This is an optimization exercise on Yosys and OpenROAD, whose aim is small area, not a production implementation. The RTL was checked by simulation tests, not by an equivalence proof against the original design.

## v6
## unum_adder
module unum_adder(
	input clk,
	input[31:0] unum1,
	input[31:0] unum2,
	output[31:0] unum_o
);
==> module unum_adder, before the edit <==
module unum_adder(
	input clk,
	input[31:0] unum1,
	input[31:0] unum2,
	output[31:0] unum_o
);
wire [30:0] m1, m2;
neg31 ng1(.x(unum1[30:0]), .s(unum1[31]), .m(m1));
neg31 ng2(.x(unum2[30:0]), .s(unum2[31]), .m(m2));
wire cmp;
gt31 gt(.a(m1), .b(m2), .gt(cmp));
reg sL_1, sS_1;
reg [30:0] mL_1, mS_1;
always @(posedge clk) begin
	sL_1 <= cmp ? unum1[31] : unum2[31];
	sS_1 <= cmp ? unum2[31] : unum1[31];
	mL_1 <= cmp ? m1 : m2;
	mS_1 <= cmp ? m2 : m1;
end
wire rL = mL_1[30], rS = mS_1[30];
wire [4:0] nL, nS;
lzc32 lzL(.v({mL_1[29:0] ^ {30{rL}}, 2'b10}), .n(nL));
lzc32 lzS(.v({mS_1[29:0] ^ {30{rS}}, 2'b10}), .n(nS));
wire [28:0] tL, tS;
shl29 shL(.d(mL_1[28:0]), .n(nL), .q(tL));
shl29 shS(.d(mS_1[28:0]), .n(nS), .q(tS));
wire zL = ~rL & (nL == 5'd30);   
wire zS = ~rS & (nS == 5'd30);
reg sL_2, sS_2, inf_2;
reg [8:0] scL_2, scS_2;
reg [25:0] fL_2;
reg [26:0] fS_2;
always @(posedge clk) begin
	sL_2 <= sL_1;
	sS_2 <= sS_1;
	inf_2 <= (sL_1 & zL) | (sS_1 & zS);
	scL_2 <= zL ? 9'd232 : {~rL, rL ? nL : ~nL, tL[28:26]};
	scS_2 <= {~rS, rS ? nS : ~nS, tS[28:26]};
	fL_2 <= tL[25:0];
	fS_2 <= {~zS | sS_1, tS[25:0]};
end
wire [8:0] diff = scL_2 - scS_2;
wire [4:0] d = (diff[8:5] != 4'd0) ? 5'd31 : diff[4:0];
wire [28:0] B;
shr29 shB(.d({fS_2, 2'b00}), .n(d), .q(B));
reg sg_3, sub_3, inf_3;
reg [8:0] sc_3;
reg [25:0] fL_3;
reg [28:0] B_3;
always @(posedge clk) begin
	sg_3 <= sL_2;
	sub_3 <= sL_2 ^ sS_2;
	inf_3 <= inf_2;
	sc_3 <= scL_2;
	fL_3 <= fL_2;
	B_3 <= B;
end
wire [29:0] sum;
addsub29 as(.a({1'b1, fL_3, 2'b00}), .b(B_3), .sub(sub_3), .y(sum));
reg sg_4, inf_4;
reg [8:0] sc_4;
reg [29:0] sum_4;
always @(posedge clk) begin
	sg_4 <= sg_3;
	inf_4 <= inf_3;
	sc_4 <= sc_3;
	sum_4 <= sum;
end
wire [4:0] lz;
lzc32 lzN(.v({sum_4, 2'b01}), .n(lz));      
wire nz = ~&lz;
wire [28:0] sh;
shl29 shN(.d(sum_4[28:0]), .n(lz), .q(sh));    
reg sg_5, inf_5, nz_5;
reg [8:0] e_5;
reg [26:0] f_5;
always @(posedge clk) begin
	sg_5 <= sg_4;
	inf_5 <= inf_4;
	nz_5 <= nz;
	e_5 <= sc_4 + 9'd1 - {4'd0, lz};
	f_5 <= sh[28:2];
end
wire [31:0] shv = {~e_5[8] & nz_5, e_5[8] & nz_5, e_5[2:0] & {3{nz_5}}, f_5};
wire [4:0] amt = e_5[8] ? ~e_5[7:3] : e_5[7:3];
wire [31:0] pk;
sra32 shP(.d(shv), .n(amt), .q(pk));
reg sg_6, rnd_6;
reg [30:0] r_6;
always @(posedge clk) begin
	sg_6 <= (sg_5 & nz_5) | inf_5;
	r_6 <= inf_5 ? 31'd0 : pk[31:1];
	rnd_6 <= ~inf_5 & pk[0];
end
wire [30:0] o;
rnd31 rn(.r(r_6), .sg(sg_6), .rnd(rnd_6), .y(o));
reg [31:0] o_7, o_8;
always @(posedge clk) begin
	o_7 <= {sg_6, o};
	o_8 <= o_7;
end
assign unum_o = o_8;
endmodule
==> module shr29, before the edit <==
module shr29(input [28:0] d, input [4:0] n, output [28:0] q);
wire [28:0] l1 = n[4] ? {16'b0, d[28:16]} : d;
wire [28:0] l2 = n[3] ? {8'b0, l1[28:8]} : l1;
wire [28:0] l3 = n[2] ? {4'b0, l2[28:4]} : l2;
wire [28:0] l4 = n[1] ? {2'b0, l3[28:2]} : l3;
assign q = n[0] ? {1'b0, l4[28:1]} : l4;
endmodule
==> module sra32, before the edit <==
module sra32(input [31:0] d, input [4:0] n, output [31:0] q);
wire s = d[31];
wire [31:0] l1 = n[4] ? {{16{s}}, d[31:16]} : d;
wire [31:0] l2 = n[3] ? {{8{s}}, l1[31:8]} : l1;
wire [31:0] l3 = n[2] ? {{4{s}}, l2[31:4]} : l2;
wire [31:0] l4 = n[1] ? {{2{s}}, l3[31:2]} : l3;
assign q = n[0] ? {s, l4[31:1]} : l4;
endmodule
clock: 4.5 ns
lec_check: 0
abc_area: 1
cap_margin: 0
core_margin: 2
core_utilization: 60
cts_buf_list: sky130_fd_sc_hd__clkbuf_8 sky130_fd_sc_hd__clkbuf_16
cts_cluster_diameter: 100
cts_cluster_size: 30
slew_margin: 0
standard.sh (not shown) runs the stock make flow with config.mk's settings and CLKGATE_MAP_FILE= SYNTH_SCRIPT=/design/flow/synth_recipe.tcl, a recipe that flattens the netlist after the stock synthesis.
==> flow/flow/run.sh <==
#!/bin/bash
# Own layout flow: the standard synthesis, then the combinational logic between the
# standard synthesis's registers is mapped again with ABC (the registers, their names
# and cells are kept): the logic feeding the registers named in AREA_FLOPS with an
# area-only mapper, the rest with a delay-bounded one. Then the standard layout steps.
# Ports are buffered with the smallest buffer.
set -euo pipefail
W=$(pwd)
R=$W/orfs/results/$FLOW_PLATFORM/unum_adder/base
LIB=$FLOW_HOME/platforms/$FLOW_PLATFORM/lib/sky130_fd_sc_hd__tt_025C_1v80.lib
YOSYS=$(dirname $(command -v yosys 2>/dev/null || echo /OpenROAD-flow-scripts/tools/install/yosys/bin/yosys))/yosys
[ -x "$YOSYS" ] || YOSYS=/OpenROAD-flow-scripts/tools/install/yosys/bin/yosys

bash standard.sh synth > $W/log_synth.txt 2>&1

python3 $W/flow/genmodels.py $LIB > $W/cell_models.v 2> $W/log_genmodels.txt
cp $R/1_2_yosys.v $W/standard_synth.v
FIX="topo;stime -c;buffer -c;upsize -c;dnsize -c"
ABC_SCRIPT=${ABC_SCRIPT:-"strash;dch;map -D 2300;$FIX"}
ABC_AREA_SCRIPT=${ABC_AREA_SCRIPT:-"strash;dch;amap -m;$FIX"}
AREA_FLOPS=${AREA_FLOPS:-"sum_4* sg_4* inf_4* sc_4* e_5* f_5* nz_5* sg_5* inf_5* r_6* sg_6* rnd_6* o_7* fL_2* fS_2* scL_2* scS_2* sL_2* sS_2* inf_2* B_3* sg_3* sub_3* inf_3* sc_3* fL_3*"}
echo "$ABC_SCRIPT" | tr ';' '\n' > $W/remap.abc
echo "$ABC_AREA_SCRIPT" | tr ';' '\n' > $W/remap_area.abc
SEL=""
for p in $AREA_FLOPS; do if [ -z "$SEL" ]; then SEL="c:$p"; else SEL="$SEL c:$p %u"; fi; done
DU=""
for c in $(grep -o "sky130_fd_sc_hd__probe\S*\|sky130_fd_sc_hd__lpflow\S*" $FLOW_HOME/platforms/$FLOW_PLATFORM/config.mk | sort -u); do DU="$DU -dont_use $c"; done
cat > $W/remap.ys <<EOT
read_verilog $W/cell_models.v
read_verilog $W/standard_synth.v
hierarchy -top $FLOW_TOP
flatten
opt_clean -purge
simplemap
opt -fast
select -set late $SEL %ci*:-sky130_fd_sc_hd__dfxtp_1[Q,CLK] t:\$_* %i
abc -liberty $LIB $DU -script $W/remap_area.abc @late
select -clear
abc -liberty $LIB $DU -script $W/remap.abc t:\$_*
opt_clean -purge
setundef -zero
splitnets
opt_clean -purge
hilomap -singleton -hicell sky130_fd_sc_hd__conb_1 HI -locell sky130_fd_sc_hd__conb_1 LO
opt_clean -purge
tee -o $W/remap_stat.txt stat -liberty $LIB
write_verilog -noattr -noexpr -nohex -nodec $R/1_2_yosys.v
EOT
$YOSYS -q -l $W/log_remap.txt -s $W/remap.ys > /dev/null 2>&1
rm -f $R/1_synth.odb
export BUFFER_PORTS_ARGS="-buffer_cell sky130_fd_sc_hd__buf_1"
bash standard.sh finish > $W/log_finish.txt 2>&1
Other scripts of this flow, unchanged in this note and not shown: flow/flow/genmodels.py
v6: all stages complete, timing, DRC and antenna checks passed
Inputs modified between v6 and v7:
diff --git a/flow/design.v b/flow/design.v
--- a/flow/design.v
+++ b/flow/design.v
@@ -7,39 +7,46 @@
 wire [30:0] m1, m2;
 neg31 ng1(.x(unum1[30:0]), .s(unum1[31]), .m(m1));
 neg31 ng2(.x(unum2[30:0]), .s(unum2[31]), .m(m2));
 wire cmp;
 gt31 gt(.a(m1), .b(m2), .gt(cmp));
-reg sL_1, sS_1;
-reg [30:0] mL_1, mS_1;
-always @(posedge clk) begin
-	sL_1 <= cmp ? unum1[31] : unum2[31];
-	sS_1 <= cmp ? unum2[31] : unum1[31];
-	mL_1 <= cmp ? m1 : m2;
-	mS_1 <= cmp ? m2 : m1;
-end
-wire rL = mL_1[30], rS = mS_1[30];
-wire [4:0] nL, nS;
-lzc32 lzL(.v({mL_1[29:0] ^ {30{rL}}, 2'b10}), .n(nL));
-lzc32 lzS(.v({mS_1[29:0] ^ {30{rS}}, 2'b10}), .n(nS));
+reg s1_1, s2_1, cmp_1;
+reg [30:0] m1_1, m2_1;
+always @(posedge clk) begin
+	s1_1 <= unum1[31];
+	s2_1 <= unum2[31];
+	m1_1 <= m1;
+	m2_1 <= m2;
+	cmp_1 <= cmp;
+end
+wire [4:0] n1, n2;
+lzc32 lz1(.v({m1_1[29:0] ^ {30{m1_1[30]}}, 2'b10}), .n(n1));
+lzc32 lz2(.v({m2_1[29:0] ^ {30{m2_1[30]}}, 2'b10}), .n(n2));
+wire sL = cmp_1 ? s1_1 : s2_1;
+wire sS = cmp_1 ? s2_1 : s1_1;
+wire [30:0] mL = cmp_1 ? m1_1 : m2_1;
+wire [30:0] mS = cmp_1 ? m2_1 : m1_1;
+wire [4:0] nL = cmp_1 ? n1 : n2;
+wire [4:0] nS = cmp_1 ? n2 : n1;
+wire rL = mL[30], rS = mS[30];
 wire [28:0] tL, tS;
-shl29 shL(.d(mL_1[28:0]), .n(nL), .q(tL));
-shl29 shS(.d(mS_1[28:0]), .n(nS), .q(tS));
+shl29 shL(.d(mL[28:0]), .n(nL), .q(tL));
+shl29 shS(.d(mS[28:0]), .n(nS), .q(tS));
 wire zL = ~rL & (nL == 5'd30);   
 wire zS = ~rS & (nS == 5'd30);
 reg sL_2, sS_2, inf_2;
 reg [8:0] scL_2, scS_2;
 reg [25:0] fL_2;
 reg [26:0] fS_2;
 always @(posedge clk) begin
-	sL_2 <= sL_1;
-	sS_2 <= sS_1;
-	inf_2 <= (sL_1 & zL) | (sS_1 & zS);
+	sL_2 <= sL;
+	sS_2 <= sS;
+	inf_2 <= (sL & zL) | (sS & zS);
 	scL_2 <= zL ? 9'd232 : {~rL, rL ? nL : ~nL, tL[28:26]};
 	scS_2 <= {~rS, rS ? nS : ~nS, tS[28:26]};
 	fL_2 <= tL[25:0];
-	fS_2 <= {~zS | sS_1, tS[25:0]};
+	fS_2 <= {~zS | sS, tS[25:0]};
 end
 wire [8:0] diff = scL_2 - scS_2;
 wire [4:0] d = (diff[8:5] != 4'd0) ? 5'd31 : diff[4:0];
 wire [28:0] B;
 shr29 shB(.d({fS_2, 2'b00}), .n(d), .q(B));
@@ -173,23 +180,23 @@
 wire [28:0] l3 = n[2] ? {l2[24:0], 4'b0} : l2;
 wire [28:0] l4 = n[3] ? {l3[20:0], 8'b0} : l3;
 assign q = n[4] ? {l4[12:0], 16'b0} : l4;
 endmodule
 module shr29(input [28:0] d, input [4:0] n, output [28:0] q);
-wire [28:0] l1 = n[4] ? {16'b0, d[28:16]} : d;
-wire [28:0] l2 = n[3] ? {8'b0, l1[28:8]} : l1;
+wire [28:0] l1 = n[0] ? {1'b0, d[28:1]} : d;
+wire [28:0] l2 = n[1] ? {2'b0, l1[28:2]} : l1;
 wire [28:0] l3 = n[2] ? {4'b0, l2[28:4]} : l2;
-wire [28:0] l4 = n[1] ? {2'b0, l3[28:2]} : l3;
-assign q = n[0] ? {1'b0, l4[28:1]} : l4;
+wire [28:0] l4 = n[3] ? {8'b0, l3[28:8]} : l3;
+assign q = n[4] ? {16'b0, l4[28:16]} : l4;
 endmodule
 module sra32(input [31:0] d, input [4:0] n, output [31:0] q);
 wire s = d[31];
-wire [31:0] l1 = n[4] ? {{16{s}}, d[31:16]} : d;
-wire [31:0] l2 = n[3] ? {{8{s}}, l1[31:8]} : l1;
+wire [31:0] l1 = n[0] ? {s, d[31:1]} : d;
+wire [31:0] l2 = n[1] ? {{2{s}}, l1[31:2]} : l1;
 wire [31:0] l3 = n[2] ? {{4{s}}, l2[31:4]} : l2;
-wire [31:0] l4 = n[1] ? {{2{s}}, l3[31:2]} : l3;
-assign q = n[0] ? {s, l4[31:1]} : l4;
+wire [31:0] l4 = n[3] ? {{8{s}}, l3[31:8]} : l3;
+assign q = n[4] ? {{16{s}}, l4[31:16]} : l4;
 endmodule
 module addsub29(input [28:0] a, input [28:0] b, input sub, output [29:0] y);
 wire [28:0] bb = b ^ {29{sub}};
 wire [28:0] g0 = a & bb;
 wire [28:0] p0 = a ^ bb;
Results
Diff v6 -> v7: post-synthesis net count -129, synthesized cell count lost 4.7%, wire length of the first global-routing pass decreased by about 5.4% relative to the old numbers, worst hold slack now sits at about the same level, highest attainable clock frequency up about 0.45%. [compare] base=v6 new=v7: share of the clock period used by the worst path moved down; met2 layer wire length in the routed design higher. Post-synth design cell area (lower): v7. Worst-case headroom to the max-slew limit delta for v7 relative to v6: 9.1 points higher. v7 ended with more core utilization than v6. Compared with v6, v7 shows a die area that is 1.5% lower. Looking at worst setup margin across v6 and v7, the one that comes out higher is v7. Global-route met2 utilization (v7 over v6): decrease, 0.45 points.

==> what the ideal ports hide <==
The results above use ideal ports. As a check the final layouts listed here were re-extracted and re-timed, cells and wires unchanged.
Step 1: set_driving_cell puts a clkbuf_16 on clk and a buf_2 on each other input, an assumption about the parent block.
Step 2 moves the port delays by t, midway between the first and last clock arrival at a register: inputs arrive t later, outputs are due t later. That takes back most of the time a late clock gives input paths.
Slacks: ideal ports / drivers / drivers and shift; pairs: ideal ports / drivers.
run	shift t [ns]	slack for setup (ns)	worst setup path at the end	cell pins on the clock port's net
v6	0.576	0.271 / 0.271 / -0.234	input to register	1
v7	0.572	0.290 / 0.290 / 0.190	input to register	1
With both steps, setup timing fails in v6, where it was met with ideal ports. The setup slack of v6, which loses most, moves by 0.000 ns with the drivers and by -0.505 ns with both steps.
